Source: an optimization exercise on an open RTL-to-GDS flow (aim: small area, a short achievable clock period and few clock cycles per item). Production flows keep margins and buffers that such runs may drop.
The RTL was checked by simulation tests, not by an equivalence proof against the original design.

==> design.v <==
module hyperbolic_exp_cordic (
    input rstn,
    input clk,
    input signed [NUM_W - 1:0] z0,
    input in_valid,
    output in_ready,
    output reg signed [NUM_W - 1:0] w,
    output reg out_valid,
    input out_ready
);
    localparam NUM_W = 16;
    wire adv = !out_valid || out_ready;
    assign in_ready = adv;
    reg v0;
    reg [15:0] z_0;
    reg [3:0] dc_0;   
    wire [14:0] s0_u = z0[14:0] ^ {15{z0[15]}};
    wire s0_e1 = (s0_u < 15'd9000);
    wire s0_e2 = (s0_e1 ? (s0_u < 15'd4815) : (s0_u < 15'd13185));
    wire s0_e3 = (s0_e1 ? (s0_e2 ? (s0_u < 15'd2756) : (s0_u < 15'd6874)) : (s0_e2 ? (s0_u < 15'd11126) : (s0_u < 15'd15244)));
    wire s0_e4 = (s0_e1 ? (s0_e2 ? (s0_e3 ? (s0_u < 15'd1731) : (s0_u < 15'd3781)) : (s0_e3 ? (s0_u < 15'd5849) : (s0_u < 15'd7899))) : (s0_e2 ? (s0_e3 ? (s0_u < 15'd10101) : (s0_u < 15'd12151)) : (s0_e3 ? (s0_u < 15'd14219) : (s0_u < 15'd16269))));
    always @(posedge clk) if (!rstn) v0 <= 1'b0; else if (adv) v0 <= in_valid;
    always @(posedge clk) if (adv) begin z_0 <= z0; dc_0 <= {s0_e4, s0_e3, s0_e2, s0_e1} ^ {4{z0[15]}}; end
    reg v1;
    reg [4:0] d_1;    
    reg [8:0] y_1;    
    reg ok_1, sg_1;
    wire [15:0] s1_c = (dc_0[3] ? (dc_0[2] ? (dc_0[1] ? (dc_0[0] ? (z_0[15] ? 16'd18318 : 16'd318) : (z_0[15] ? 16'd9948 : 16'd57484)) : (dc_0[0] ? (z_0[15] ? 16'd14200 : 16'd61736) : (z_0[15] ? 16'd5830 : 16'd53366))) : (dc_0[1] ? (dc_0[0] ? (z_0[15] ? 16'd16268 : 16'd63804) : (z_0[15] ? 16'd7898 : 16'd55434)) : (dc_0[0] ? (z_0[15] ? 16'd12150 : 16'd59686) : (z_0[15] ? 16'd3780 : 16'd51316)))) : (dc_0[2] ? (dc_0[1] ? (dc_0[0] ? (z_0[15] ? 16'd16268 : 16'd63804) : (z_0[15] ? 16'd7898 : 16'd55434)) : (dc_0[0] ? (z_0[15] ? 16'd12150 : 16'd59686) : (z_0[15] ? 16'd3780 : 16'd51316))) : (dc_0[1] ? (dc_0[0] ? (z_0[15] ? 16'd14218 : 16'd61754) : (z_0[15] ? 16'd5848 : 16'd53384)) : (dc_0[0] ? (z_0[15] ? 16'd10100 : 16'd57636) : (z_0[15] ? 16'd1730 : 16'd49266)))));
    wire [15:0] s1_y = z_0 + s1_c;
    wire s1_ok = ~|s1_y[15:11];
    always @(posedge clk) if (!rstn) v1 <= 1'b0; else if (adv) v1 <= v0;
    always @(posedge clk) if (adv) begin
        d_1 <= {dc_0, z_0[15]};
        y_1 <= s1_y[9:1];
        ok_1 <= s1_ok;
        sg_1 <= s1_ok ? ~s1_y[10] : s1_y[15];
    end
    reg v2;
    reg [15:0] w_2;
    reg [8:0] d_2;   
    wire [10:0] s2_d = ok_1 ? {y_1[0], ~y_1[0], ~y_1[1], ~y_1[2], ~y_1[3], ~y_1[4], ~y_1[5], ~y_1[6], ~y_1[7], ~y_1[8], sg_1} : {11{sg_1}};   
    wire [15:0] s2_w = (s2_d[1] ? (s2_d[0] ? (d_1[4] ? (d_1[3] ? (d_1[2] ? (d_1[1] ? (d_1[0] ? 16'd5443 : 16'd16324) : (d_1[0] ? 16'd9070 : 16'd27208)) : (d_1[1] ? (d_1[0] ? 16'd6996 : 16'd20988) : (d_1[0] ? 16'd11659 : 16'd34977))) : (d_1[2] ? (d_1[1] ? (d_1[0] ? 16'd6167 : 16'd18500) : (d_1[0] ? 16'd10279 : 16'd30833)) : (d_1[1] ? (d_1[0] ? 16'd7929 : 16'd23785) : (d_1[0] ? 16'd13214 : 16'd39640)))) : (d_1[3] ? (d_1[2] ? (d_1[1] ? (d_1[0] ? 16'd6168 : 16'd18500) : (d_1[0] ? 16'd10279 : 16'd30833)) : (d_1[1] ? (d_1[0] ? 16'd7930 : 16'd23786) : (d_1[0] ? 16'd13214 : 16'd39640))) : (d_1[2] ? (d_1[1] ? (d_1[0] ? 16'd6989 : 16'd20966) : (d_1[0] ? 16'd11649 : 16'd34943)) : (d_1[1] ? (d_1[0] ? 16'd8985 : 16'd26955) : (d_1[0] ? 16'd14975 : 16'd44925))))) : (d_1[4] ? (d_1[3] ? (d_1[2] ? (d_1[1] ? (d_1[0] ? 16'd5794 : 16'd17376) : (d_1[0] ? 16'd9654 : 16'd28962)) : (d_1[1] ? (d_1[0] ? 16'd7447 : 16'd22341) : (d_1[0] ? 16'd12411 : 16'd37233))) : (d_1[2] ? (d_1[1] ? (d_1[0] ? 16'd6564 : 16'd19693) : (d_1[0] ? 16'd10941 : 16'd32822)) : (d_1[1] ? (d_1[0] ? 16'd8439 : 16'd25319) : (d_1[0] ? 16'd14066 : 16'd42198)))) : (d_1[3] ? (d_1[2] ? (d_1[1] ? (d_1[0] ? 16'd6565 : 16'd19693) : (d_1[0] ? 16'd10941 : 16'd32822)) : (d_1[1] ? (d_1[0] ? 16'd8440 : 16'd25320) : (d_1[0] ? 16'd14066 : 16'd42198))) : (d_1[2] ? (d_1[1] ? (d_1[0] ? 16'd7439 : 16'd22318) : (d_1[0] ? 16'd12399 : 16'd37197)) : (d_1[1] ? (d_1[0] ? 16'd9564 : 16'd28693) : (d_1[0] ? 16'd15939 : 16'd47823)))))) : (s2_d[0] ? (d_1[4] ? (d_1[3] ? (d_1[2] ? (d_1[1] ? (d_1[0] ? 16'd5615 : 16'd16842) : (d_1[0] ? 16'd9356 : 16'd28070)) : (d_1[1] ? (d_1[0] ? 16'd7218 : 16'd21654) : (d_1[0] ? 16'd12029 : 16'd36087))) : (d_1[2] ? (d_1[1] ? (d_1[0] ? 16'd6361 : 16'd19086) : (d_1[0] ? 16'd10605 : 16'd31811)) : (d_1[1] ? (d_1[0] ? 16'd8179 : 16'd24539) : (d_1[0] ? 16'd13632 : 16'd40898)))) : (d_1[3] ? (d_1[2] ? (d_1[1] ? (d_1[0] ? 16'd6362 : 16'd19086) : (d_1[0] ? 16'd10605 : 16'd31811)) : (d_1[1] ? (d_1[0] ? 16'd8180 : 16'd24540) : (d_1[0] ? 16'd13632 : 16'd40898))) : (d_1[2] ? (d_1[1] ? (d_1[0] ? 16'd7209 : 16'd21630) : (d_1[0] ? 16'd12017 : 16'd36051)) : (d_1[1] ? (d_1[0] ? 16'd9269 : 16'd27809) : (d_1[0] ? 16'd15449 : 16'd46351))))) : (d_1[4] ? (d_1[3] ? (d_1[2] ? (d_1[1] ? (d_1[0] ? 16'd5976 : 16'd17926) : (d_1[0] ? 16'd9960 : 16'd29880)) : (d_1[1] ? (d_1[0] ? 16'd7683 : 16'd23049) : (d_1[0] ? 16'd12805 : 16'd38415))) : (d_1[2] ? (d_1[1] ? (d_1[0] ? 16'd6772 : 16'd20317) : (d_1[0] ? 16'd11287 : 16'd33862)) : (d_1[1] ? (d_1[0] ? 16'd8705 : 16'd26121) : (d_1[0] ? 16'd14512 : 16'd43536)))) : (d_1[3] ? (d_1[2] ? (d_1[1] ? (d_1[0] ? 16'd6773 : 16'd20317) : (d_1[0] ? 16'd11287 : 16'd33862)) : (d_1[1] ? (d_1[0] ? 16'd8706 : 16'd26122) : (d_1[0] ? 16'd14512 : 16'd43536))) : (d_1[2] ? (d_1[1] ? (d_1[0] ? 16'd7675 : 16'd23026) : (d_1[0] ? 16'd12791 : 16'd38377)) : (d_1[1] ? (d_1[0] ? 16'd9866 : 16'd29603) : (d_1[0] ? 16'd16445 : 16'd49341)))))));
    always @(posedge clk) if (!rstn) v2 <= 1'b0; else if (adv) v2 <= v1;
    always @(posedge clk) if (adv) begin w_2 <= s2_w; d_2 <= s2_d[10:2]; end
    reg v3;
    reg [15:0] w_3;
    reg [7:0] d_3;
    always @(posedge clk) if (!rstn) v3 <= 1'b0; else if (adv) v3 <= v2;
    always @(posedge clk) if (adv) begin w_3 <= w_2 + ({16{d_2[0]}} ^ (w_2 >> 7)) + d_2[0]; d_3 <= d_2[8:1]; end
    reg v4;
    reg [15:0] w_4;
    reg [6:0] d_4;
    always @(posedge clk) if (!rstn) v4 <= 1'b0; else if (adv) v4 <= v3;
    always @(posedge clk) if (adv) begin w_4 <= w_3 + ({16{d_3[0]}} ^ (w_3 >> 8)) + d_3[0]; d_4 <= d_3[7:1]; end
    reg v5;
    reg [15:0] w_5;
    reg [5:0] d_5;
    always @(posedge clk) if (!rstn) v5 <= 1'b0; else if (adv) v5 <= v4;
    always @(posedge clk) if (adv) begin w_5 <= w_4 + ({16{d_4[0]}} ^ (w_4 >> 9)) + d_4[0]; d_5 <= d_4[6:1]; end
    reg v6;
    reg [15:0] w_6;
    reg [4:0] d_6;
    always @(posedge clk) if (!rstn) v6 <= 1'b0; else if (adv) v6 <= v5;
    always @(posedge clk) if (adv) begin w_6 <= w_5 + ({16{d_5[0]}} ^ (w_5 >> 10)) + d_5[0]; d_6 <= d_5[5:1]; end
    reg v7;
    reg [15:0] w_7;
    reg [3:0] d_7;
    always @(posedge clk) if (!rstn) v7 <= 1'b0; else if (adv) v7 <= v6;
    always @(posedge clk) if (adv) begin w_7 <= w_6 + ({16{d_6[0]}} ^ (w_6 >> 11)) + d_6[0]; d_7 <= d_6[4:1]; end
    reg v8;
    reg [15:0] w_8;
    reg [2:0] d_8;
    always @(posedge clk) if (!rstn) v8 <= 1'b0; else if (adv) v8 <= v7;
    always @(posedge clk) if (adv) begin w_8 <= w_7 + ({16{d_7[0]}} ^ (w_7 >> 12)) + d_7[0]; d_8 <= d_7[3:1]; end
    reg v9;
    reg [15:0] w_9;
    reg [1:0] d_9;
    always @(posedge clk) if (!rstn) v9 <= 1'b0; else if (adv) v9 <= v8;
    always @(posedge clk) if (adv) begin w_9 <= w_8 + ({16{d_8[0]}} ^ (w_8 >> 13)) + d_8[0]; d_9 <= d_8[2:1]; end
    reg v10;
    reg [15:0] w_10;
    reg [0:0] d_10;
    always @(posedge clk) if (!rstn) v10 <= 1'b0; else if (adv) v10 <= v9;
    always @(posedge clk) if (adv) begin w_10 <= w_9 + ({16{d_9[0]}} ^ (w_9 >> 13)) + d_9[0]; d_10 <= d_9[1:1]; end
    always @(posedge clk) if (!rstn) out_valid <= 1'b0; else if (adv) out_valid <= v10;
    always @(posedge clk) if (adv) w <= w_10 + ({16{d_10[0]}} ^ (w_10 >> 14)) + d_10[0];
endmodule
==> run.sh <==
#!/bin/bash
# synth_recipe.tcl (not shown) runs the flow's synth.tcl, then flattens the netlist and writes it again
# the make line also repeats each setting of config.mk as NAME=value (left out here)
make -C /OpenROAD-flow-scripts/flow DESIGN_CONFIG=/design/flow/config.mk WORK_HOME=/design/flow/orfs CLKGATE_MAP_FILE= SYNTH_SCRIPT=/design/flow/synth_recipe.tcl finish
==> config.mk <==
export PLATFORM = sky130hd
export DESIGN_NAME = hyperbolic_exp_cordic
export DESIGN_NICKNAME = hyperbolic_exp_cordic
export VERILOG_FILES = /design/flow/design.v
export SDC_FILE = /design/flow/constraint.sdc
export NUM_CORES = 4
export LEC_CHECK = 0
export ABC_AREA = 1
export CAP_MARGIN = 20
export CORE_MARGIN = 2
export CORE_UTILIZATION = 40
export CTS_CLUSTER_DIAMETER = 100
export CTS_CLUSTER_SIZE = 30
export SETUP_SLACK_MARGIN = 2.5
export SLEW_MARGIN = 20
export TNS_END_PERCENT = 20
==> constraint.sdc <==
create_clock -name core_clock -period 5.5 [get_ports {clk}]
set_input_delay 1.1000 -clock core_clock [delete_from_list [all_inputs] [get_ports {clk}]]
set_output_delay 1.1000 -clock core_clock [all_outputs]
set_load 0.01 [all_outputs]
==> qor.csv, run 1 <==
metric;value;unit
run_status;complete, no violations;
clock.fmax;328;MHz
timing.critical_path.slowest_cell_delay;0.40;ns
route.vias.total;13588;
timing.hold.worst.class;reg2reg;
starting_utilization_of_the_core_area;40.3;%
design.final.nets;2183;
grt.busiest_layer;met2;
dieArea;44700;µm²
tightestPinTransition;1.01;ns
m2_gr_usage;31.2;%
clock_sinks;252;
drcViolationCount;0;
finalHoldViolCount;0;
cp.arrival;1.95;ns
std_cell_rows;76;
async_flop_share;0;%
numCtsBuffers;13;
clock_insertion_delay_worst_skew;0.51;ns
maxCapViolations;0;
syn_avg_cell_area;9.08;µm²
total_global_route_track_usage;18.1;%
timing.critical_path.required;4.40;ns
yosys_warnings;1;
globalplace.congestion;0.929;
die_height;212;µm
drive_above_1_share;8.86;%
drt_iter0_drc;1107;
drtAntennaViolNets;0;
pin_count_of_the_biggest_net_entering_global_routing;183;
htreeDepth;1;
r2r_cells;7;
worst_setup_path_endpoint;in_ready;
setup-violations-final;0;
final_max_slew_viol_count;0;
grt_use_met1;23.7;%
cts_tree;yes;
grt-ovfl-total;0;
clkTransAtPathRegs;0.11;ns
worst_skew;0.0418;ns
fin_cells;2544;
top_level_port_count;38;
most_frequently_used_flop_master_after_synthesis;sky130_fd_sc_hd__edfxtp_1;
slew_headroom;32.6;%
crit_path_buf_inv_count;4;
synthesis.area;17200;µm²
cp_max_fo;2;
setup_repair_after_global_routing_missed_its_margin;yes;
drt-total-wl;41700;µm
setup.worst_path.start_class;input port;
crit_path_start;out_ready;
cpMaxStageDelayCell;sky130_fd_sc_hd__clkdlybuf4s50_1;
category_of_cells_accounting_for_the_largest_share_of_critical_path_delay;buffers and inverters;
placed_cells_incl_taps;2461;
root_buffer;sky130_fd_sc_hd__clkbuf_16;
cts.hold.buffers_added;0;
numPortBuffers;37;
timing.critical_path.cells;clkdlybuf4s50_1 > nor2_1 > buf_6 > inv_16 > buf_2;
timing.setup.tns;0;ns
final_min_period_over_clock_period;55.4;%
synth_enable_flop_cells;240;
post_synth_num_cell_types;54;
syn_inst;1898;
regToRegSetupSlack;2.52;ns
die_w;212;µm
timing.setup.critical_path_class;in2out;
flow.area_growth_from_synthesis;13.3;%
floorplan.core_area;42800;µm²
wl_per_cell;16.4;µm
clock_tree.buffer_depth;3;
antenna_cells_inserted;0;
sequential_cell_area_fraction_in_the_yosys_report;43.2;%
synth_seq_cells;252;
drt_pass1_iterations;5;
setup.worst_path.end_class;output port;
timing.critical_path.depth;5;
first_global_vias;13004;
grt_first_pass_wirelength;65800;µm
reg2reg_to;w_2[5]$_DFFE_PP_;
synth_nets;2090;
antenna_violations_before_repair;0;
dp.final_hpwl;30000;µm
worst_r2r_startpoint;d_1[4]$_DFFE_PP_;
met3_track_utilization_from_global_routing;1.91;%
vias_per_cell;5.34;
post-route-min-period;3.05;ns
-- Yosys cell counts, drive strengths merged, types with 2 or more instances --
library cell / number / area, µm²
nand2: 340 / 1280
edfxtp: 240 / 7210
inv: 193 / 724
a21oi: 187 / 936
nor2: 172 / 656
ha: 162 / 2030
o21ai: 136 / 681
xor2: 127 / 1130
nand3: 85 / 430
xnor2: 54 / 480
clkbuf: 27 / 101
nor3: 18 / 95.1
o211ai: 18 / 135
dfxtp: 12 / 240
a21boi: 10 / 75.1
a31oi: 10 / 62.6
fa: 10 / 200
nand4: 10 / 62.6
o2111ai: 10 / 87.6
o31ai: 9 / 67.6
o221ai: 8 / 70.1
a21o: 6 / 45.0
buf: 6 / 48.8
o21bai: 6 / 45.0
a211oi: 4 / 30.0
a221oi: 4 / 35.0
a311oi: 4 / 35.0
o311ai: 4 / 35.0
a32o: 3 / 30.0
clkinv: 3 / 11.3
o41ai: 3 / 26.3
and2: 2 / 12.5
nor4: 2 / 12.5
o21a: 2 / 15.0
o22ai: 2 / 12.5
o32ai: 2 / 17.5
-- area by class of cell --
class	count	area, µm²
well taps	546	683
repair buffers	109	948
flip-flops and latches	252	7450
repair inverters	2	17.5
multi-input cells	1417	9240
inverters	196	759
clock inverters	5	67.6
clock buffers	17	350
fillers	4137	23300
-- stage by stage --
| step | hold WS, ns | util (%) | setup WS, ns | cell area [µm²] |
|---|---|---|---|---|
| after floorplan | 0.400 | - | 2.45 | 17200 |
| after global placement | 0.402 | 42.6 | 1.32 | 18200 |
| after detailed placement | 0.405 | 42.6 | 1.34 | 18200 |
| after CTS | 0.426 | 44.0 | 2.36 | 18800 |
| after global routing | 0.434 | 45.6 | 2.41 | 19500 |
| final | 0.427 | 45.6 | 2.45 | 19500 |
-- layout by cell type, fill, tap and decap left out, drive strengths merged, types with 3 or more instances in the layout --
cell	synthesis	final
a32o	3	3
nor3	18	18
a21o	6	6
edfxtp	240	240
o311ai	4	4
clkdlybuf4s50	0	23
nand2	340	340
o211ai	18	18
a21boi	10	10
dlymetal6s2s	0	10
o21ai	136	136
o31ai	9	9
nand4	10	10
a21oi	187	187
buf	6	74
o21bai	6	6
xor2	127	127
a31oi	10	10
ha	162	162
clkbuf	27	18
o41ai	3	3
fa	10	10
clkinv	3	5
o221ai	8	8
dfxtp	12	12
o2111ai	10	10
a311oi	4	4
inv	193	198
xnor2	54	54
nand3	85	85
a211oi	4	4
a221oi	4	4
nor2	172	172
-- state kept, by name, indices dropped and copies added (netlist names), 16 cells and up --
signal and cells:
w 16, w_10 16, w_2 16, w_3 16
w_4 16, w_5 16, w_6 16, w_7 16
w_8 16, w_9 16
-- how the worst min path moves through the flow --
stage / from / end / slack, ns / cells after the start
6_report: d_2[6]$_DFFE_PP_ / d_3[5]$_DFFE_PP_ / 0.43 / 0
5_1_grt: d_2[6]$_DFFE_PP_ / d_3[5]$_DFFE_PP_ / 0.43 / 0
4_1_cts: d_2[6]$_DFFE_PP_ / d_3[5]$_DFFE_PP_ / 0.43 / 0
3_5_place_dp: d_2[7]$_DFFE_PP_ / d_3[6]$_DFFE_PP_ / 0.40 / 0
3_3_place_gp: d_5[1]$_DFFE_PP_ / d_6[0]$_DFFE_PP_ / 0.40 / 0
2_1_floorplan: d_9[1]$_DFFE_PP_ / d_10$_DFFE_PP_ / 0.40 / 0
-- layer usage --
layer | share of wire [%] | vias up
li1 | - | 6804
met1 | 44 | 6323
met2 | 48 | 367
met3 | 4.8 | 94
met4 | 3.4 | 0
met5 | 0 | -
-- cell families (layout without fill, tap and decap cells) --
kind of cell / after synthesis / after routing / share of synthesized area (%)
adder cells (fa/ha/maj): 172 / 172 / 12.9
buffers and inverters: 229 / 329 / 5.14
flip-flops: 252 / 252 / 43.2
AO/OA/AOI/OAI: 434 / 434 / 14.5
AND/OR/NAND/NOR: 630 / 630 / 14.8
XOR/XNOR: 181 / 181 / 9.38
-- timing repair --
action	in CTS	in global routing
resized for setup	26	107
setup endpoints to repair	20	48
setup buffers	13	46
cloned	2	0
pin swaps	3	23
Testbench counts, summed over its fixed seeds: cycles 1,120, items 1,024.
==> run 2, diff against run 1 <==
--- a/config.mk
+++ b/config.mk
@@ -9,8 +9,7 @@
 export CAP_MARGIN = 20
 export CORE_MARGIN = 2
-export CORE_UTILIZATION = 40
+export CORE_UTILIZATION = 50
 export CTS_CLUSTER_DIAMETER = 100
 export CTS_CLUSTER_SIZE = 30
 export SETUP_SLACK_MARGIN = 2.5
 export SLEW_MARGIN = 20
-export TNS_END_PERCENT = 20
==> run 2 against run 1 <==
Against the previous run:
- via count about the same
- clock-buffer cell count down 1
- final cell count down 3.7%
- still clean
==> qor.csv, run 2 <==
metric;value;unit;change
run_status;complete, no violations;;unchanged
crit_path_start;dc_0[2]$_DFFE_PP_;;was out_ready
r2r_cells;15;;was 7
final_common_cell;sky130_fd_sc_hd__nand2_1;;unchanged
starting_utilization_of_the_core_area;51.1;%;was 40.3%
dp.final_hpwl;29200;µm;was 30000 µm
clock_insertion_delay_worst_skew;0.50;ns;was 0.51 ns
synth_enable_flop_cells;240;;unchanged
die_height;190;µm;was 212 µm
synthesis.area;17200;µm²;unchanged
flow.area_growth_from_synthesis;13.5;%;was 13.3%
timing.hold.worst.class;reg2reg;;unchanged
post_synth_main_area_contributors;sky130_fd_sc_hd__edfxtp_1 42%, sky130_fd_sc_hd__ha_1 12%, sky130_fd_sc_hd__nand2_1 7.4%, sky130_fd_sc_hd__xor2_1 6.3%, sky130_fd_sc_hd__a21oi_1 5.4%;;unchanged
clkTransAtPathRegs;0.11;ns;about the same
drt-total-wl;40700;µm;was 41700 µm
clock_sinks;252;;unchanged
finalHoldViolCount;0;;unchanged
clock_tree.buffer_depth;3;;unchanged
grt_first_pass_wirelength;65500;µm;was 65800 µm
post_synth_num_cell_types;54;;unchanged
slew_headroom;26.6;%;was 32.6%
cp_max_fo;4;;was 2
dieArea;36000;µm²;was 44700 µm²
drcViolationCount;0;;unchanged
worst_r2r_startpoint;dc_0[2]$_DFFE_PP_;;was d_1[4]$_DFFE_PP_
final_max_slew_viol_count;0;;unchanged
timing.critical_path.required;5.75;ns;was 4.40 ns
setup.worst_path.start_class;flop;;was input port
sequential_cell_area_fraction_in_the_yosys_report;43.2;%;unchanged
most_frequently_used_flop_master_after_synthesis;sky130_fd_sc_hd__edfxtp_1;;unchanged
maxCapViolations;0;;unchanged
cp.arrival;3.25;ns;was 1.95 ns
drt_pass1_iterations;6;;was 5
drt_iter0_drc;1059;;was 1107
async_flop_share;0;%;unchanged
syn_avg_cell_area;9.08;µm²;unchanged
timing.setup.tns;0;ns;unchanged
largest_area_contributor_in_the_netlist;sky130_fd_sc_hd__edfxtp_1;;unchanged
syn_inst;1898;;unchanged
drtAntennaViolNets;0;;unchanged
setup.worst_path.end_class;flop;;was output port
die_w;190;µm;was 212 µm
timing.setup.critical_path_class;reg2reg;;was in2out
synth_common_cells;338 x sky130_fd_sc_hd__nand2_1, 240 x sky130_fd_sc_hd__edfxtp_1, 190 x sky130_fd_sc_hd__inv_1, 187 x sky130_fd_sc_hd__a21oi_1, 170 x sky130_fd_sc_hd__nor2_1;;unchanged
most_common_cell_in_the_netlist;sky130_fd_sc_hd__nand2_1;;unchanged
post-route-min-period;2.99;ns;was 3.05 ns
yosys_warnings;1;;unchanged
worst_skew;0.0404;ns;was 0.0418 ns
globalplace.congestion;0.938;;was 0.929
grt-ovfl-total;0;;unchanged
utilization;58.0;%;was 45.6%
setup_repair_after_global_routing_missed_its_margin;yes;;unchanged
antenna_violations_before_repair;0;;unchanged
vias_per_cell;5.55;;was 5.34
reg2reg_to;sg_1$_DFFE_PP_;;was w_2[5]$_DFFE_PP_
pin_count_of_the_biggest_net_entering_global_routing;203;;was 183
std_cell_rows;67;;was 76
htreeDepth;1;;unchanged
min_path_cells;0;;unchanged
most-common-layout-cells;327 x sky130_fd_sc_hd__nand2_1, 240 x sky130_fd_sc_hd__edfxtp_1, 183 x sky130_fd_sc_hd__inv_1;;was 330 x sky130_fd_sc_hd__nand2_1, 240 x sky130_fd_sc_hd__edfxtp_1, 183 x sky130_fd_sc_hd__inv_1
drive_above_1_share;9.50;%;was 8.86%
setup-violations-final;0;;unchanged
final_min_period_over_clock_period;54.4;%;was 55.4%
antenna_cells_inserted;0;;unchanged
clock.fmax;334;MHz;was 328 MHz
synth_largest_type_area_fraction;41.8;%;unchanged
synth_seq_cells;252;;unchanged
root_buffer;sky130_fd_sc_hd__clkbuf_16;;unchanged
numCtsBuffers;14;;was 13
numPortBuffers;37;;unchanged
cts_tree;yes;;unchanged
worst_setup_path_endpoint;sg_1$_DFFE_PP_;;was in_ready
tightestPinTransition;1.10;ns;was 1.01 ns
design.final.nets;2185;;was 2183
route.vias.total;13581;;about the same
floorplan.core_area;33700;µm²;was 42800 µm²
regToRegSetupSlack;2.51;ns;was 2.52 ns
total_global_route_track_usage;22.4;%;was 18.1%
wl_per_cell;16.6;µm;was 16.4 µm
top_level_port_count;38;;unchanged
first_global_vias;12904;;was 13.0k
synth_nets;2090;;unchanged
-- run 2: repair_timing --
action,CTS,global route
gates cloned,2,0
hold buffers,0,0
pin swaps,5,19
setup buffers,28,33
gates resized for setup,29,120
endpoints found under the setup margin,27,32
-- run 2: logic make-up (layout without fill, tap and decap cells) --
| group | Yosys count | count (layout) | share of synthesized area (%) |
|---|---|---|---|
| XOR/XNOR | 181 | 181 | 9.38 |
| flip-flops | 252 | 252 | 43.2 |
| AO/OA/AOI/OAI | 434 | 434 | 14.5 |
| buffers and inverters | 229 | 332 | 5.14 |
| AND/OR/NAND/NOR | 630 | 630 | 14.8 |
| adder cells (fa/ha/maj) | 172 | 172 | 12.9 |
-- run 2: worst min-delay path by stage --
stage | start | end | slack, ns
floorplan | d_9[1]$_DFFE_PP_ | d_10$_DFFE_PP_ | 0.40
global placement | d_5[2]$_DFFE_PP_ | d_6[1]$_DFFE_PP_ | 0.40
detailed placement | d_5[1]$_DFFE_PP_ | d_6[0]$_DFFE_PP_ | 0.40
CTS | d_5[1]$_DFFE_PP_ | d_6[0]$_DFFE_PP_ | 0.41
global route | d_5[1]$_DFFE_PP_ | d_6[0]$_DFFE_PP_ | 0.42
finish | d_5[1]$_DFFE_PP_ | d_6[0]$_DFFE_PP_ | 0.41
-- run 2: cell type report --
cell class / count / area [µm²]
Clock inverter: 8 / 124
Timing Repair inverter: 2 / 17.5
Timing Repair Buffer: 110 / 987
Fill cell: 2962 / 14200
Inverter: 196 / 762
Tap cell: 448 / 561
Clock buffer: 16 / 379
Sequential cell: 252 / 7450
Multi-Input combinational cell: 1417 / 9270
-- run 2: critical path: stages, from the launching register on --
cell and delay [ns]:
sky130_fd_sc_hd__edfxtp_1 0.48, sky130_fd_sc_hd__nand2_2 0.17, sky130_fd_sc_hd__inv_4 0.06, sky130_fd_sc_hd__nor2_4 0.15
sky130_fd_sc_hd__xnor2_2 0.13, sky130_fd_sc_hd__ha_2 0.21, sky130_fd_sc_hd__inv_2 0.05, sky130_fd_sc_hd__fa_2 0.42
sky130_fd_sc_hd__o21ai_4 0.22, sky130_fd_sc_hd__a21oi_2 0.10, sky130_fd_sc_hd__o21ai_2 0.15, sky130_fd_sc_hd__nand2_1 0.09
sky130_fd_sc_hd__nand2_2 0.08, sky130_fd_sc_hd__a21oi_2 0.05, sky130_fd_sc_hd__o211ai_1 0.26, sky130_fd_sc_hd__o21bai_1 0.13
-- run 2: metal layers --
| metal | routed length [µm] | global-route usage, % |
|---|---|---|
| met5 | 0 | 0 |
| met4 | 1460 | 7.90 |
| met3 | 2060 | 2.10 |
| met2 | 18800 | 37.6 |
| met1 | 18300 | 30.5 |
-- run 2: stage by stage --
stage	cells	instance area, µm²	hold WS (ns)	setup slack, ns
after floorplan	1898	17200	0.400	2.45
after global placement	2362	18100	0.400	1.46
after detailed placement	2362	18100	0.405	1.46
after CTS	2416	18900	0.413	2.32
after global routing	2449	19500	0.418	2.37
final	2449	19500	0.412	2.51
==> run 3, diff against run 2 <==
--- a/config.mk
+++ b/config.mk
@@ -9,7 +9,7 @@
 export CAP_MARGIN = 20
 export CORE_MARGIN = 2
-export CORE_UTILIZATION = 50
+export CORE_UTILIZATION = 40
 export CTS_CLUSTER_DIAMETER = 100
 export CTS_CLUSTER_SIZE = 30
-export SETUP_SLACK_MARGIN = 2.5
+export SETUP_SLACK_MARGIN = 2.6
 export SLEW_MARGIN = 20
==> run 3 against run 2 <==
Against the previous run:
- wire length is 2.6% higher
- register-to-register slack better by 0.16 ns
- critical path type is now in2out
- synthesized area stayed put
- still clean
- global-route usage is 4.0 points lower
- largest cell class unchanged
==> qor.csv, run 3 <==
metric;value;unit;change
run_status;complete, no violations;;unchanged
place_worst_setup_slack;1.17;ns;was 1.46 ns
cp.arrival;1.74;ns;was 3.25 ns
most_frequently_used_flop_master_after_synthesis;sky130_fd_sc_hd__edfxtp_1;;unchanged
antenna_violations_before_repair;0;;unchanged
setup.worst_path.start_class;input port;;was flop
dieArea;44700;µm²;was 36000 µm²
clock.fmax;352;MHz;was 334 MHz
flow.area_growth_from_synthesis;14.7;%;was 13.5%
yosys_warnings;1;;unchanged
placed_cell_area;18300;µm²;was 18100 µm²
top_level_port_count;38;;unchanged
tightestPinTransition;0.902;ns;was 1.10 ns
clock_sinks;252;;unchanged
largest_area_contributor_in_the_netlist;sky130_fd_sc_hd__edfxtp_1;;unchanged
synth_largest_type_area_fraction;41.8;%;unchanged
design.final.nets;2191;;was 2185
clkTransAtPathRegs;0.11;ns;about the same
cts_tree;yes;;unchanged
route.vias.total;13652;;was 13.6k
utilization;46.2;%;was 58.0%
final_design_area_no_fill;19800;µm²;was 19500 µm²
final.setup.worst_slack;2.66;ns;was 2.51 ns
syn_inst;1898;;unchanged
floorplan.core_area;42800;µm²;was 33700 µm²
async_flop_share;0;%;unchanged
setup-violations-final;0;;unchanged
drt-total-wl;41700;µm;was 40700 µm
vias_per_cell;5.35;;was 5.55
cp_max_fo;2;;was 4
timing.setup.tns;0;ns;unchanged
post-route-min-period;2.84;ns;was 2.99 ns
starting_utilization_of_the_core_area;40.3;%;was 51.1%
drt_iter0_drc;1173;;was 1059
pin_count_of_the_biggest_net_entering_global_routing;175;;was 203
post_synth_num_cell_types;54;;unchanged
antenna_cells_inserted;0;;unchanged
drt_pass1_iterations;6;;unchanged
clock_insertion_delay_worst_skew;0.51;ns;was 0.50 ns
numPortBuffers;37;;unchanged
sequential_cell_area_fraction_in_the_yosys_report;43.2;%;unchanged
slew_headroom;39.8;%;was 26.6%
most-common-layout-cells;325 x sky130_fd_sc_hd__nand2_1, 240 x sky130_fd_sc_hd__edfxtp_1, 183 x sky130_fd_sc_hd__inv_1;;was 327 x sky130_fd_sc_hd__nand2_1, 240 x sky130_fd_sc_hd__edfxtp_1, 183 x sky130_fd_sc_hd__inv_1
syn_avg_cell_area;9.08;µm²;unchanged
clock_tree.buffer_depth;3;;unchanged
std_cell_rows;76;;was 67
wl_per_cell;16.3;µm;was 16.6 µm
post_synth_main_area_contributors;sky130_fd_sc_hd__edfxtp_1 42%, sky130_fd_sc_hd__ha_1 12%, sky130_fd_sc_hd__nand2_1 7.4%, sky130_fd_sc_hd__xor2_1 6.3%, sky130_fd_sc_hd__a21oi_1 5.4%;;unchanged
dp.final_hpwl;29700;µm;was 29200 µm
die_w;212;µm;was 190 µm
synth_nets;2090;;unchanged
synthesis.area;17200;µm²;unchanged
setup.worst_path.end_class;output port;;was flop
drtAntennaViolNets;0;;unchanged
cpMaxStageDelayCell;sky130_fd_sc_hd__dlygate4sd2_1;;was sky130_fd_sc_hd__edfxtp_1
final_common_cell;sky130_fd_sc_hd__nand2_1;;unchanged
root_buffer;sky130_fd_sc_hd__clkbuf_16;;unchanged
synth_enable_flop_cells;240;;unchanged
timing.hold.worst.class;reg2reg;;unchanged
finalHoldViolCount;0;;unchanged
grt_first_pass_wirelength;66400;µm;was 65500 µm
setup_repair_after_global_routing_missed_its_margin;yes;;unchanged
total_global_route_track_usage;18.4;%;was 22.4%
timing.critical_path.required;4.40;ns;was 5.75 ns
maxCapViolations;0;;unchanged
numCtsBuffers;14;;unchanged
first_global_vias;12790;;was 12.9k
drive_above_1_share;10.8;%;was 9.50%
globalplace.congestion;0.979;;was 0.938
most_common_cell_in_the_netlist;sky130_fd_sc_hd__nand2_1;;unchanged
worst_skew;0.0294;ns;was 0.0404 ns
timing.setup.critical_path_class;in2out;;was reg2reg
cts.hold.buffers_added;0;;unchanged
synth_common_cells;338 x sky130_fd_sc_hd__nand2_1, 240 x sky130_fd_sc_hd__edfxtp_1, 190 x sky130_fd_sc_hd__inv_1, 187 x sky130_fd_sc_hd__a21oi_1, 170 x sky130_fd_sc_hd__nor2_1;;unchanged
final_min_period_over_clock_period;51.7;%;was 54.4%
htreeDepth;1;;unchanged
timing.critical_path.cells;dlygate4sd2_1 > nor2_4 > inv_16 > buf_6;;was nand2_2 > inv_4 > nor2_4 > xnor2_2 > ha_2 > inv_2 > fa_2 > o21ai_4 > a21oi_2 > o21ai_2 > nand2_1 > nand2_2 > a21oi_2 > o211ai_1 > o21bai_1
synth_seq_cells;252;;unchanged
die_height;212;µm;was 190 µm
grt-ovfl-total;0;;unchanged
drcViolationCount;0;;unchanged
final_max_slew_viol_count;0;;unchanged
timing.critical_path.slowest_cell_delay;0.25;ns;was 0.48 ns
run 3: cell counts after synthesis:
Identical to the previous run, type by type.
run 3: cells by family (layout without fill, tap and decap cells):
group / count (synthesis) / in the layout / synth area share, %
simple gates: 630 / 630 / 14.8
compound gates: 434 / 434 / 14.5
flops: 252 / 252 / 43.2
buf+inv: 229 / 338 / 5.14
xor+xnor: 181 / 181 / 9.38
fa+ha+maj: 172 / 172 / 12.9
run 3: critical path: cells and delay by family:
family	cells	cell delay [ns]
buffers and inverters	3	0.41
AND/OR/NAND/NOR	1	0.23
run 3: layer usage:
metal	GRT usage [%]	up-vias	routed length, µm
met1	25.0	6386	19100
met4	5.00	0	1050
met5	0	-	0
met2	31.2	360	19800
met3	1.93	75	1760
li1	-	6831	-
run 3: worst paths after layout:
kind | start | endpoint | slack, ns | cells past startpoint
setup reg to reg | d_3[0]$_DFFE_PP_ | w_4[13]$_DFFE_PP_ | 2.67 | 14
hold reg to reg | d_2[5]$_DFFE_PP_ | d_3[4]$_DFFE_PP_ | 0.42 | 0
setup / recovery | out_ready | in_ready | 2.66 | 4
hold / removal | d_2[5]$_DFFE_PP_ | d_3[4]$_DFFE_PP_ | 0.42 | 0
run 3: layout make-up:
| class | instances | area (µm²) |
|---|---|---|
| fill | 4094 | 23000 |
| inverter | 196 | 757 |
| clock inverter | 7 | 123 |
| timing repair inverter | 3 | 26.3 |
| tap | 546 | 683 |
| sequential | 252 | 7450 |
| clock buffer | 17 | 383 |
| timing repair buffer | 115 | 1000 |
| multi-input combinational | 1417 | 9340 |
run 3: metrics by stage:
step / cells / hold WS (ns)
CTS: 2520 / 0.427
detailed placement: 2461 / 0.405
global placement: 2461 / 0.404
finish: 2553 / 0.423
floorplan: 1898 / 0.400
global route: 2553 / 0.432
run 3: repair_timing:
action / in CTS / in global routing
cloned: 3 / 0
pin swaps: 6 / 23
endpoints found under the setup margin: 38 / 42
buffers inserted: 32 / 33
gates resized for setup: 48 / 114
==> run 4, diff against run 3 <==
==> flow/run.sh (new file) <==
#!/bin/bash
# Standard layout, except that every port gets a sky130_fd_sc_hd__buf_2 as its
# buffer instead of the default delay buffer.
set -euo pipefail
bash standard.sh "BUFFER_PORTS_ARGS=-buffer_cell sky130_fd_sc_hd__buf_2" finish > standard.log 2>&1
==> standard.sh (new file) <==
#!/bin/bash
# synth_recipe.tcl (not shown) runs the flow's synth.tcl, then flattens the netlist and writes it again
# the make line also repeats each setting of config.mk as NAME=value (left out here)
make -C /OpenROAD-flow-scripts/flow DESIGN_CONFIG=/design/flow/config.mk WORK_HOME=/design/flow/orfs CLKGATE_MAP_FILE= SYNTH_SCRIPT=/design/flow/synth_recipe.tcl "${@:-finish}"
--- a/config.mk
+++ b/config.mk
@@ -10,6 +10,4 @@
 export CORE_MARGIN = 2
 export CORE_UTILIZATION = 40
-export CTS_CLUSTER_DIAMETER = 100
-export CTS_CLUSTER_SIZE = 30
-export SETUP_SLACK_MARGIN = 2.6
+export SETUP_SLACK_MARGIN = 2.5
 export SLEW_MARGIN = 20
removed: run.sh
==> run 4 against run 3 <==
Against the previous run:
- still clean
- clock skew decreased by 0.0075 ns
- flip-flop and latch count is the same
- hold slack got worse by 0.0073 ns
- worst setup slack worse by 0.11 ns
- critical path type unchanged
- critical endpoint unchanged
- highest routed layer unchanged
==> qor.csv, run 4 <==
metric;value;unit;change
placed_cells_incl_taps;2457;;was 2461
post_synth_main_area_contributors;sky130_fd_sc_hd__edfxtp_1 42%, sky130_fd_sc_hd__ha_1 12%, sky130_fd_sc_hd__nand2_1 7.4%, sky130_fd_sc_hd__xor2_1 6.3%, sky130_fd_sc_hd__a21oi_1 5.4%;;unchanged
drt_iter0_drc;935;;was 1173
numCtsBuffers;28;;was 14
synth_enable_flop_cells;240;;unchanged
place_worst_setup_slack;1.81;ns;was 1.17 ns
final_max_slew_viol_count;0;;unchanged
drtAntennaViolNets;0;;unchanged
die_height;212;µm;unchanged
pin_count_of_the_biggest_net_entering_global_routing;181;;was 175
setup_repair_after_global_routing_missed_its_margin;yes;;unchanged
clkTransAtPathRegs;0.06;ns;was 0.11 ns
drt-total-wl;42100;µm;was 41700 µm
first_global_vias;13190;;was 12.8k
grt_first_pass_wirelength;66400;µm;about the same
synth_nets;2090;;unchanged
maxCapViolations;0;;unchanged
wl_per_cell;16.4;µm;was 16.3 µm
finalHoldViolCount;0;;unchanged
std_cell_rows;76;;unchanged
drt_pass1_iterations;5;;was 6
drcViolationCount;0;;unchanged
largest_family_of_logic_cells_by_synthesized_area;simple AND/OR/NAND/NOR gates;;unchanged
root_buffer;sky130_fd_sc_hd__clkbuf_16;;unchanged
utilization;46.0;%;was 46.2%
most_common_cell_in_the_netlist;sky130_fd_sc_hd__nand2_1;;unchanged
final.setup.worst_slack;2.55;ns;was 2.66 ns
timing.critical_path.required;4.40;ns;about the same
antenna_violations_before_repair;0;;unchanged
synth_common_cells;338 x sky130_fd_sc_hd__nand2_1, 240 x sky130_fd_sc_hd__edfxtp_1, 190 x sky130_fd_sc_hd__inv_1, 187 x sky130_fd_sc_hd__a21oi_1, 170 x sky130_fd_sc_hd__nor2_1;;unchanged
grt_use_met1;24.0;%;was 25.0%
floorplan.core_area;42800;µm²;unchanged
regToRegSetupSlack;2.62;ns;was 2.67 ns
largest_area_contributor_in_the_netlist;sky130_fd_sc_hd__edfxtp_1;;unchanged
synth_compound_gate_area_share;14.5;%;unchanged
cp.arrival;1.85;ns;was 1.74 ns
grt.busiest_layer;met2;;unchanged
yosys.area_share.xor_xnor;9.38;%;unchanged
m2_gr_usage;30.5;%;was 31.2%
yosys_warnings;1;;unchanged
timing.setup.tns;0;ns;unchanged
setup.worst_path.start_class;input port;;unchanged
r2r_cells;13;;was 14
syn_avg_cell_area;9.08;µm²;unchanged
dp.final_hpwl;30200;µm;was 29700 µm
most-common-layout-cells;336 x sky130_fd_sc_hd__nand2_1, 240 x sky130_fd_sc_hd__edfxtp_1, 186 x sky130_fd_sc_hd__inv_1;;was 325 x sky130_fd_sc_hd__nand2_1, 240 x sky130_fd_sc_hd__edfxtp_1, 183 x sky130_fd_sc_hd__inv_1
total_global_route_track_usage;18.5;%;was 18.4%
die_w;212;µm;unchanged
final_common_cell;sky130_fd_sc_hd__nand2_1;;unchanged
setup-violations-final;0;;unchanged
flow.area_growth_from_synthesis;14.2;%;was 14.7%
met3_track_utilization_from_global_routing;3.29;%;was 1.93%
fin_cells;2564;;was 2553
most_frequently_used_flop_master_after_synthesis;sky130_fd_sc_hd__edfxtp_1;;unchanged
tightestPinTransition;0.977;ns;was 0.902 ns
worst_setup_path_endpoint;in_ready;;unchanged
setup.worst_path.end_class;output port;;unchanged
final_design_area_no_fill;19700;µm²;was 19800 µm²
synth_seq_cells;252;;unchanged
clock_sinks;252;;unchanged
hold_slack;0.415;ns;was 0.423 ns
timing.hold.worst.class;reg2reg;;unchanged
async_flop_share;0;%;unchanged
synthAdderAreaFrac;12.9;%;unchanged
synth_largest_type_area_fraction;41.8;%;unchanged
cp_max_fo;72;;was 2
design.final.nets;2188;;was 2191
post_synth_num_cell_types;54;;unchanged
clock.fmax;339;MHz;was 352 MHz
antenna_cells_inserted;0;;unchanged
route.vias.total;13784;;was 13.7k
crit_path_start;out_ready;;unchanged
run_status;complete, no violations;;unchanged
yosys.area_share.simple;14.8;%;unchanged
worst_r2r_startpoint;d_3[0]$_DFFE_PP_;;unchanged
final_min_period_over_clock_period;53.7;%;was 51.7%
synthesis.area;17200;µm²;unchanged
grt-ovfl-total;0;;unchanged
timing.setup.critical_path_class;in2out;;unchanged
starting_utilization_of_the_core_area;40.3;%;unchanged
htreeDepth;1;;unchanged
clock_insertion_delay_worst_skew;0.56;ns;was 0.51 ns
vias_per_cell;5.38;;was 5.35
top_level_port_count;38;;unchanged
worst_skew;0.0219;ns;was 0.0294 ns
post-route-min-period;2.95;ns;was 2.84 ns
reg2reg_to;w_4[14]$_DFFE_PP_;;was w_4[13]$_DFFE_PP_
clock_tree.buffer_depth;3;;unchanged
placed_cell_area;18000;µm²;was 18300 µm²
slew_headroom;34.8;%;was 39.8%
drive_above_1_share;10.6;%;was 10.8%
syn_inst;1898;;unchanged
cts_tree;yes;;unchanged
fillCellCount;4087;;was 4094
numPortBuffers;37;;unchanged
muxShareOfSynthArea;0;%;unchanged
sequential_cell_area_fraction_in_the_yosys_report;43.2;%;unchanged
globalplace.congestion;0.987;;was 0.979
hp-start;d_6[1]$_DFFE_PP_;;was d_2[5]$_DFFE_PP_
dieArea;44700;µm²;unchanged
==> run 4: changes by cell type in the layout (fill, tap and decap cells not counted), sizes merged, moves of 2 or more <==
cell,before,now
clkdlybuf4s50,22,0
bufinv,1,3
dlymetal6s2s,10,0
dlygate4sd2,3,0
inv,198,194
clkinv,5,14
buf,79,101
clkbuf,17,34
==> run 4: critical path, stage by stage <==
cell	delay (ns)
sky130_fd_sc_hd__buf_2	0.10
sky130_fd_sc_hd__nor2_4	0.05
sky130_fd_sc_hd__buf_12	0.14
sky130_fd_sc_hd__inv_16	0.22
sky130_fd_sc_hd__buf_2	0.20
==> run 4: layout make-up <==
class | count | area, µm² | share of cell area (%)
Clock buffer | 34 | 743 | 3.78
Tap cell | 546 | 683 | 3.47
Timing Repair Buffer | 101 | 694 | 3.53
Inverter | 196 | 756 | 3.84
Clock inverter | 18 | 189 | 0.960
Sequential cell | 252 | 7450 | 37.9
Multi-Input combinational cell | 1417 | 9160 | 46.6
==> run 4: how the worst min path moves through the flow <==
stage | to | slack (ns) | cells after the start
after floorplan | d_10$_DFFE_PP_ | 0.40 | 0
after global placement | d_9[0]$_DFFE_PP_ | 0.40 | 0
after detailed placement | d_6[0]$_DFFE_PP_ | 0.40 | 0
after CTS | d_9[0]$_DFFE_PP_ | 0.42 | 0
after global routing | d_7[0]$_DFFE_PP_ | 0.42 | 0
final | d_7[0]$_DFFE_PP_ | 0.42 | 0
==> run 4: per-layer routing <==
layer  part of all wire [%]  up-vias  routed length, µm
met2                     46      390              19500
met5                      0        -                  0
li1                       -     6831                  -
met4                    3.7        0               1580
met3                    6.0      114               2540
met1                     44     6449              18500
==> run 4: logic make-up after synthesis <==
| kind of cell | after synthesis |
|---|---|
| flops | 252 |
| compound gates | 434 |
| buf+inv | 229 |
| simple gates | 630 |
| xor+xnor | 181 |
| fa+ha+maj | 172 |
==> run 4: repair_timing <==
action,in CTS,in global routing
buffers inserted,19,36
resized for setup,21,61
pin swaps,1,12
setup endpoints to repair,26,32
hold buffers,0,0
==> run 5, diff against run 4 <==
--- a/config.mk
+++ b/config.mk
@@ -10,4 +10,6 @@
 export CORE_MARGIN = 2
 export CORE_UTILIZATION = 40
+export CTS_CLUSTER_DIAMETER = 100
+export CTS_CLUSTER_SIZE = 30
 export SETUP_SLACK_MARGIN = 2.5
 export SLEW_MARGIN = 20
==> run 5 against run 4 <==
Against the previous run:
- still clean
- final cell count down 0.94%
- maximum frequency up 0.54%
- via count down 0.45%
- non-clock buffer count up 3
- utilization down 0.96 points
- largest cell class unchanged
==> qor.csv, run 5 <==
metric;value;unit;change
clock.fmax;340;MHz;was 339 MHz
syn_avg_cell_area;9.08;µm²;unchanged
post_synth_num_cell_types;54;;unchanged
worst_r2r_startpoint;d_4[0]$_DFFE_PP_;;was d_3[0]$_DFFE_PP_
die_height;212;µm;unchanged
setup.worst_path.end_class;output port;;unchanged
worst_setup_path_endpoint;in_ready;;unchanged
route.vias.total;13722;;was 13.8k
setup_repair_after_global_routing_missed_its_margin;yes;;unchanged
die_w;212;µm;unchanged
reg2reg_to;w_5[13]$_DFFE_PP_;;was w_4[14]$_DFFE_PP_
post_synth_main_area_contributors;sky130_fd_sc_hd__edfxtp_1 42%, sky130_fd_sc_hd__ha_1 12%, sky130_fd_sc_hd__nand2_1 7.4%, sky130_fd_sc_hd__xor2_1 6.3%, sky130_fd_sc_hd__a21oi_1 5.4%;;unchanged
regToRegSetupSlack;2.63;ns;was 2.62 ns
drt-total-wl;41600;µm;was 42100 µm
final.setup.worst_slack;2.56;ns;was 2.55 ns
cp_max_fo;18;;was 72
yosys_warnings;1;;unchanged
synth_common_cells;338 x sky130_fd_sc_hd__nand2_1, 240 x sky130_fd_sc_hd__edfxtp_1, 190 x sky130_fd_sc_hd__inv_1, 187 x sky130_fd_sc_hd__a21oi_1, 170 x sky130_fd_sc_hd__nor2_1;;unchanged
drt_iter0_drc;1006;;was 935
finalHoldViolCount;0;;unchanged
most_common_cell_in_the_netlist;sky130_fd_sc_hd__nand2_1;;unchanged
maxCapViolations;0;;unchanged
syn_inst;1898;;unchanged
run_status;complete, no violations;;unchanged
drt_pass1_iterations;6;;was 5
most_frequently_used_flop_master_after_synthesis;sky130_fd_sc_hd__edfxtp_1;;unchanged
htreeDepth;1;;unchanged
globalplace.congestion;0.987;;unchanged
clkTransAtPathRegs;0.12;ns;was 0.06 ns
grt_first_pass_wirelength;65600;µm;was 66400 µm
fillCellCount;4142;;was 4087
total_global_route_track_usage;18.1;%;was 18.5%
r2r_cells;14;;was 13
drtAntennaViolNets;0;;unchanged
most-common-layout-cells;336 x sky130_fd_sc_hd__nand2_1, 240 x sky130_fd_sc_hd__edfxtp_1, 186 x sky130_fd_sc_hd__inv_1;;unchanged
cp.arrival;1.84;ns;was 1.85 ns
floorplan.core_area;42800;µm²;unchanged
synth_enable_flop_cells;240;;unchanged
drcViolationCount;0;;unchanged
timing.setup.tns;0;ns;unchanged
final_max_slew_viol_count;0;;unchanged
numCtsBuffers;14;;was 28
clock_sinks;252;;unchanged
antenna_cells_inserted;0;;unchanged
synth_largest_type_area_fraction;41.8;%;unchanged
top_level_port_count;38;;unchanged
flow.area_growth_from_synthesis;11.8;%;was 14.2%
first_global_vias;12991;;was 13.2k
design.final.nets;2179;;was 2188
slew_headroom;36.1;%;was 34.8%
vias_per_cell;5.40;;was 5.38
setup-violations-final;0;;unchanged
clock_tree.buffer_depth;3;;unchanged
async_flop_share;0;%;unchanged
timing.hold.worst.class;reg2reg;;unchanged
drive_above_1_share;10.0;%;was 10.6%
timing.setup.critical_path_class;in2out;;unchanged
worst_skew;0.0261;ns;was 0.0219 ns
final_common_cell;sky130_fd_sc_hd__nand2_1;;unchanged
starting_utilization_of_the_core_area;40.3;%;unchanged
synthesis.area;17200;µm²;unchanged
synth_nets;2090;;unchanged
numPortBuffers;37;;unchanged
largest_area_contributor_in_the_netlist;sky130_fd_sc_hd__edfxtp_1;;unchanged
wl_per_cell;16.4;µm;about the same
place_worst_setup_slack;1.81;ns;unchanged
crit_path_start;out_ready;;unchanged
pin_count_of_the_biggest_net_entering_global_routing;181;;unchanged
grt-ovfl-total;0;;unchanged
clock_insertion_delay_worst_skew;0.50;ns;was 0.56 ns
tightestPinTransition;0.959;ns;was 0.977 ns
final_min_period_over_clock_period;53.4;%;was 53.7%
cts_tree;yes;;unchanged
synth_seq_cells;252;;unchanged
antenna_violations_before_repair;0;;unchanged
std_cell_rows;76;;unchanged
sequential_cell_area_fraction_in_the_yosys_report;43.2;%;unchanged
fin_cells;2540;;was 2564
post-route-min-period;2.94;ns;was 2.95 ns
dieArea;44700;µm²;unchanged
timing.critical_path.required;4.40;ns;about the same
placed_cells_incl_taps;2457;;unchanged
setup.worst_path.start_class;input port;;unchanged
root_buffer;sky130_fd_sc_hd__clkbuf_16;;unchanged
dp.final_hpwl;30200;µm;unchanged
## run 5: cell counts after synthesis
Identical to the previous run, type by type.
## run 5: worst max-delay path: stages
cell and delay, ns:
sky130_fd_sc_hd__buf_2 0.11, sky130_fd_sc_hd__nor2_4 0.26, sky130_fd_sc_hd__clkinv_8 0.18, sky130_fd_sc_hd__buf_2 0.18
## run 5: cell type report
cell class              count  area (µm²)  area share [%]
repair buffers            104         708            3.68
well taps                 546         683            3.55
multi-input cells        1417        9180            47.7
flip-flops and latches    252        7450            38.7
clock buffers              16         379            1.97
clock inverters             7        95.1           0.494
inverters                 196         752            3.90
repair inverters            2        17.5          0.0909
## run 5: metrics by stage
stage / area [µm²] / hold slack (ns) / utilization [%]
after global placement: 18000 / 0.403 / 42.1
final: 19300 / 0.399 / 45.0
after floorplan: 17200 / 0.400 / -
after detailed placement: 18000 / 0.405 / 42.1
after CTS: 18700 / 0.406 / 43.7
after global routing: 19300 / 0.405 / 45.0
## run 5: worst min path at each step
stage                      from               end  slack, ns  cells after the start
6_report       d_6[1]$_DFFE_PP_  d_7[0]$_DFFE_PP_       0.40                      0
3_5_place_dp   d_5[1]$_DFFE_PP_  d_6[0]$_DFFE_PP_       0.40                      0
2_1_floorplan  d_9[1]$_DFFE_PP_    d_10$_DFFE_PP_       0.40                      0
4_1_cts        d_6[1]$_DFFE_PP_  d_7[0]$_DFFE_PP_       0.41                      0
5_1_grt        d_6[1]$_DFFE_PP_  d_7[0]$_DFFE_PP_       0.41                      0
3_3_place_gp   d_8[1]$_DFFE_PP_  d_9[0]$_DFFE_PP_       0.40                      0
## run 5: logic make-up after synthesis
logic type	synth area share [%]
simple gates	14.8
compound gates	14.5
flops	43.2
buf+inv	5.14
xor+xnor	9.38
fa+ha+maj	12.9
## run 5: timing repair
| item | in CTS | in global routing |
|---|---|---|
| setup buffers | 21 | 37 |
| pin swaps | 1 | 13 |
| gates cloned | 0 | 2 |
| hold buffers | 0 | 0 |
| resized for setup | 20 | 65 |
| setup endpoints to repair | 30 | 35 |
## run 5: routing by layer
layer | up-vias | GRT usage [%] | wire (µm) | share of wire (%)
met1 | 6427 | 23.9 | 18600 | 45
met2 | 390 | 30.1 | 19300 | 46
met5 | - | 0 | 0 | 0
li1 | 6804 | - | - | -
met4 | 0 | 6.53 | 1370 | 3.3
met3 | 101 | 2.88 | 2310 | 5.6
==> run 6, diff against run 5 <==
==> flow/run.sh (replaced) <==
#!/bin/bash
# Standard layout, except that the resizer may swap cells for ones with a
# different footprint (the platform sets MATCH_CELL_FOOTPRINT=1), so the port
# buffers and other cells on critical paths can be upsized freely.
set -euo pipefail
bash standard.sh MATCH_CELL_FOOTPRINT=0 finish > standard.log 2>&1
--- a/config.mk
+++ b/config.mk
@@ -10,6 +10,4 @@
 export CORE_MARGIN = 2
 export CORE_UTILIZATION = 40
-export CTS_CLUSTER_DIAMETER = 100
-export CTS_CLUSTER_SIZE = 30
 export SETUP_SLACK_MARGIN = 2.5
 export SLEW_MARGIN = 20
==> run 6 against run 5 <==
Against the previous run:
- non-clock buffer count grew 1
- still clean on timing, DRC and antenna
- utilization grew 1.7 points
- wire length grew 1.0%
- critical path depth grew 3
- maximum frequency grew 0.96%
- synthesized cell count is the same
- synthesized area is the same
- worst setup slack gained 0.028 ns
==> qor.csv, run 6 <==
metric;value;unit;change
drtAntennaViolNets;0;;unchanged
die_w;212;µm;unchanged
globalplace.congestion;0.929;;was 0.987
post_synth_main_area_contributors;sky130_fd_sc_hd__edfxtp_1 42%, sky130_fd_sc_hd__ha_1 12%, sky130_fd_sc_hd__nand2_1 7.4%, sky130_fd_sc_hd__xor2_1 6.3%, sky130_fd_sc_hd__a21oi_1 5.4%;;unchanged
sequential_cell_area_fraction_in_the_yosys_report;43.2;%;unchanged
top_level_port_count;38;;unchanged
utilization;46.7;%;was 45.0%
timing.critical_path.cells;buf_4 > nand2_1 > clkinv_1 > a21oi_1 > o211ai_1 > o221ai_1 > nand2_1;;was buf_2 > nor2_4 > clkinv_8 > buf_2
syn_avg_cell_area;9.08;µm²;unchanged
first_global_vias;13260;;was 13.0k
vias_per_cell;5.33;;was 5.40
design.final.nets;2193;;was 2179
drcViolationCount;0;;unchanged
run_status;complete, no violations;;unchanged
final_max_slew_viol_count;0;;unchanged
final_common_cell;sky130_fd_sc_hd__nand2_1;;unchanged
clock_insertion_delay_worst_skew;0.55;ns;was 0.50 ns
numPortBuffers;37;;unchanged
drt_iter0_drc;1166;;was 1006
clock_sinks;252;;unchanged
synth_nets;2090;;unchanged
most_frequently_used_flop_master_after_synthesis;sky130_fd_sc_hd__edfxtp_1;;unchanged
worst_r2r_startpoint;d_1[4]$_DFFE_PP_;;was d_4[0]$_DFFE_PP_
syn_inst;1898;;unchanged
timing.hold.worst.class;reg2reg;;unchanged
drt-total-wl;42100;µm;was 41600 µm
htreeDepth;1;;unchanged
reg2reg_to;w_2[5]$_DFFE_PP_;;was w_5[13]$_DFFE_PP_
numCtsBuffers;27;;was 14
multi_input_gate_area;9140;µm²;was 9180 µm²
timing.critical_path.required;5.76;ns;was 4.40 ns
most_common_cell_in_the_netlist;sky130_fd_sc_hd__nand2_1;;unchanged
setup.worst_path.start_class;flop;;was input port
setup.worst_path.end_class;flop;;was output port
tightestPinTransition;1.04;ns;was 0.959 ns
grt-ovfl-total;0;;unchanged
synth_seq_cells;252;;unchanged
flow.area_growth_from_synthesis;16.0;%;was 11.8%
dp.final_hpwl;30000;µm;was 30200 µm
post-route-min-period;2.91;ns;was 2.94 ns
synthesis.area;17200;µm²;unchanged
setup-violations-final;0;;unchanged
yosys_warnings;1;;unchanged
root_buffer;sky130_fd_sc_hd__clkbuf_16;;unchanged
most-common-layout-cells;336 x sky130_fd_sc_hd__nand2_1, 240 x sky130_fd_sc_hd__edfxtp_1, 184 x sky130_fd_sc_hd__inv_1;;was 336 x sky130_fd_sc_hd__nand2_1, 240 x sky130_fd_sc_hd__edfxtp_1, 186 x sky130_fd_sc_hd__inv_1
post_synth_num_cell_types;54;;unchanged
grt_first_pass_wirelength;67000;µm;was 65600 µm
largest_area_contributor_in_the_netlist;sky130_fd_sc_hd__edfxtp_1;;unchanged
cts.hold.buffers_added;0;;unchanged
route.vias.total;13693;;about the same
std_cell_rows;76;;unchanged
antenna_violations_before_repair;0;;unchanged
crit_top_cell;sky130_fd_sc_hd__nand2_1;;was sky130_fd_sc_hd__buf_2
timing.critical_path.slowest_cell_delay;0.48;ns;was 0.26 ns
worst_setup_path_endpoint;w_2[5]$_DFFE_PP_;;was in_ready
crit_path_start;d_1[4]$_DFFE_PP_;;was out_ready
dieArea;44700;µm²;unchanged
fillCellCount;4087;;was 4142
timing.setup.critical_path_class;reg2reg;;was in2out
synth_common_cells;338 x sky130_fd_sc_hd__nand2_1, 240 x sky130_fd_sc_hd__edfxtp_1, 190 x sky130_fd_sc_hd__inv_1, 187 x sky130_fd_sc_hd__a21oi_1, 170 x sky130_fd_sc_hd__nor2_1;;unchanged
cpMaxStageDelayCell;sky130_fd_sc_hd__clkinv_1;;was sky130_fd_sc_hd__nor2_4
drt_pass1_iterations;6;;unchanged
cts_tree;yes;;unchanged
drive_above_1_share;8.80;%;was 10.0%
pin_count_of_the_biggest_net_entering_global_routing;183;;was 181
floorplan.core_area;42800;µm²;unchanged
total_global_route_track_usage;18.6;%;was 18.1%
final-seq-area;7450;µm²;unchanged
synth_largest_type_area_fraction;41.8;%;unchanged
starting_utilization_of_the_core_area;40.3;%;unchanged
clkTransAtPathRegs;0.06;ns;was 0.12 ns
finalHoldViolCount;0;;unchanged
r2r_cells;7;;was 14
regToRegSetupSlack;2.59;ns;was 2.63 ns
cp_max_fo;36;;was 18
wl_per_cell;16.4;µm;about the same
hold_slack;0.418;ns;was 0.399 ns
clock_tree.buffer_depth;3;;unchanged
antenna_cells_inserted;0;;unchanged
setup_repair_after_global_routing_missed_its_margin;yes;;unchanged
cp.arrival;3.17;ns;was 1.84 ns
final_min_period_over_clock_period;52.9;%;was 53.4%
synth_enable_flop_cells;240;;unchanged
timing.setup.tns;0;ns;unchanged
die_height;212;µm;unchanged
clock.fmax;344;MHz;was 340 MHz
slew_headroom;30.5;%;was 36.1%
worst_skew;0.0166;ns;was 0.0261 ns
async_flop_share;0;%;unchanged
maxCapViolations;0;;unchanged
run 6: cell counts after synthesis:
No cell type changed its count.
run 6: cell type report:
cell class / instances / share of cell area [%]
Multi-Input combinational cell: 1417 / 45.7
Clock buffer: 33 / 3.49
Clock inverter: 17 / 1.55
Tap cell: 546 / 3.42
Sequential cell: 252 / 37.3
Timing Repair inverter: 2 / 0.113
Inverter: 196 / 3.83
Timing Repair Buffer: 105 / 4.58
run 6: cell families after synthesis:
kind of cell | count (synthesis) | synth area share (%)
compound gates | 434 | 14.5
xor+xnor | 181 | 9.38
fa+ha+maj | 172 | 12.9
buf+inv | 229 | 5.14
flops | 252 | 43.2
simple gates | 630 | 14.8
run 6: how the worst min path moves through the flow:
stage,start,end,cells past startpoint
final,d_2[7]$_DFFE_PP_,d_3[6]$_DFFE_PP_,0
after global routing,d_2[7]$_DFFE_PP_,d_3[6]$_DFFE_PP_,0
after CTS,d_2[7]$_DFFE_PP_,d_3[6]$_DFFE_PP_,0
after detailed placement,d_2[7]$_DFFE_PP_,d_3[6]$_DFFE_PP_,0
after global placement,d_5[1]$_DFFE_PP_,d_6[0]$_DFFE_PP_,0
after floorplan,d_9[1]$_DFFE_PP_,d_10$_DFFE_PP_,0
run 6: metrics by stage:
stage,setup slack (ns),cells,area (µm²)
2_1_floorplan,2.45,1898,17200
6_report,2.59,2568,20000
3_3_place_gp,1.32,2461,18200
4_1_cts,2.38,2532,19500
3_5_place_dp,1.34,2461,18200
5_1_grt,2.37,2568,20000
run 6: worst max-delay path, delay by kind of cell, from the launching register on:
family,cells,cell delay (ns)
AO/OA/AOI/OAI,3,0.86
buffers and inverters,2,0.74
AND/OR/NAND/NOR,2,0.62
flip-flops,1,0.36
run 6: timing repair:
action / in CTS / in global routing
endpoints found under the setup margin: 20 / 36
cloned: 2 / 0
resized for setup: 23 / 76
hold endpoints to repair: 0 / 0
pin swaps: 3 / 15
setup buffers: 19 / 36
run 6: metal layers:
layer,vias up,track usage [%],routed length (µm)
li1,6845,-,-
met1,6343,24.2,18800
met2,399,31.8,19700
met3,106,2.08,2040
met4,0,6.92,1520
met5,-,0,0

[port drivers added, routing unchanged]
Ports are ideal in the flow. The routed layouts listed here were re-timed in OpenROAD. Step 1, drivers: a clkbuf_16 drives clk and a buf_2 each remaining input, both assumed. Step 2, shift: input delay + t, output delay - t, t = (earliest + latest rising clock arrival at the registers) / 2. This alone moves slack from input paths to output paths. Slacks: ideal ports / drivers / drivers and shift; pairs: ideal ports / drivers.
| run | t, ns | slack for setup (ns) | latest minus earliest clock arrival (ns) | slew at the worst register clock pin (ns) | worst data-port slew with drivers (ns) |
|---|---|---|---|---|---|
| run 1 | 0.538 | 2.452 / 2.431 / 2.153 | 0.043 / 0.043 | 0.12 / 0.12 | 0.04 |
| run 2 | 0.535 | 2.507 / 2.507 / 2.231 | 0.046 / 0.046 | 0.11 / 0.11 | 0.04 |
| run 3 | 0.544 | 2.655 / 2.638 / 2.201 | 0.029 / 0.030 | 0.11 / 0.11 | 0.04 |
| run 4 | 0.605 | 2.546 / 2.521 / 2.144 | 0.023 / 0.023 | 0.06 / 0.06 | 0.04 |
| run 5 | 0.544 | 2.562 / 2.540 / 2.235 | 0.027 / 0.027 | 0.12 / 0.12 | 0.05 |
| run 6 | 0.587 | 2.590 / 2.590 / 2.026 | 0.021 / 0.022 | 0.06 / 0.06 | 0.04 |
After both steps setup and hold are still met in every run listed. For run 6, which loses most, drivers alone change the setup slack by 0.000 ns; drivers and shift together by -0.564 ns.
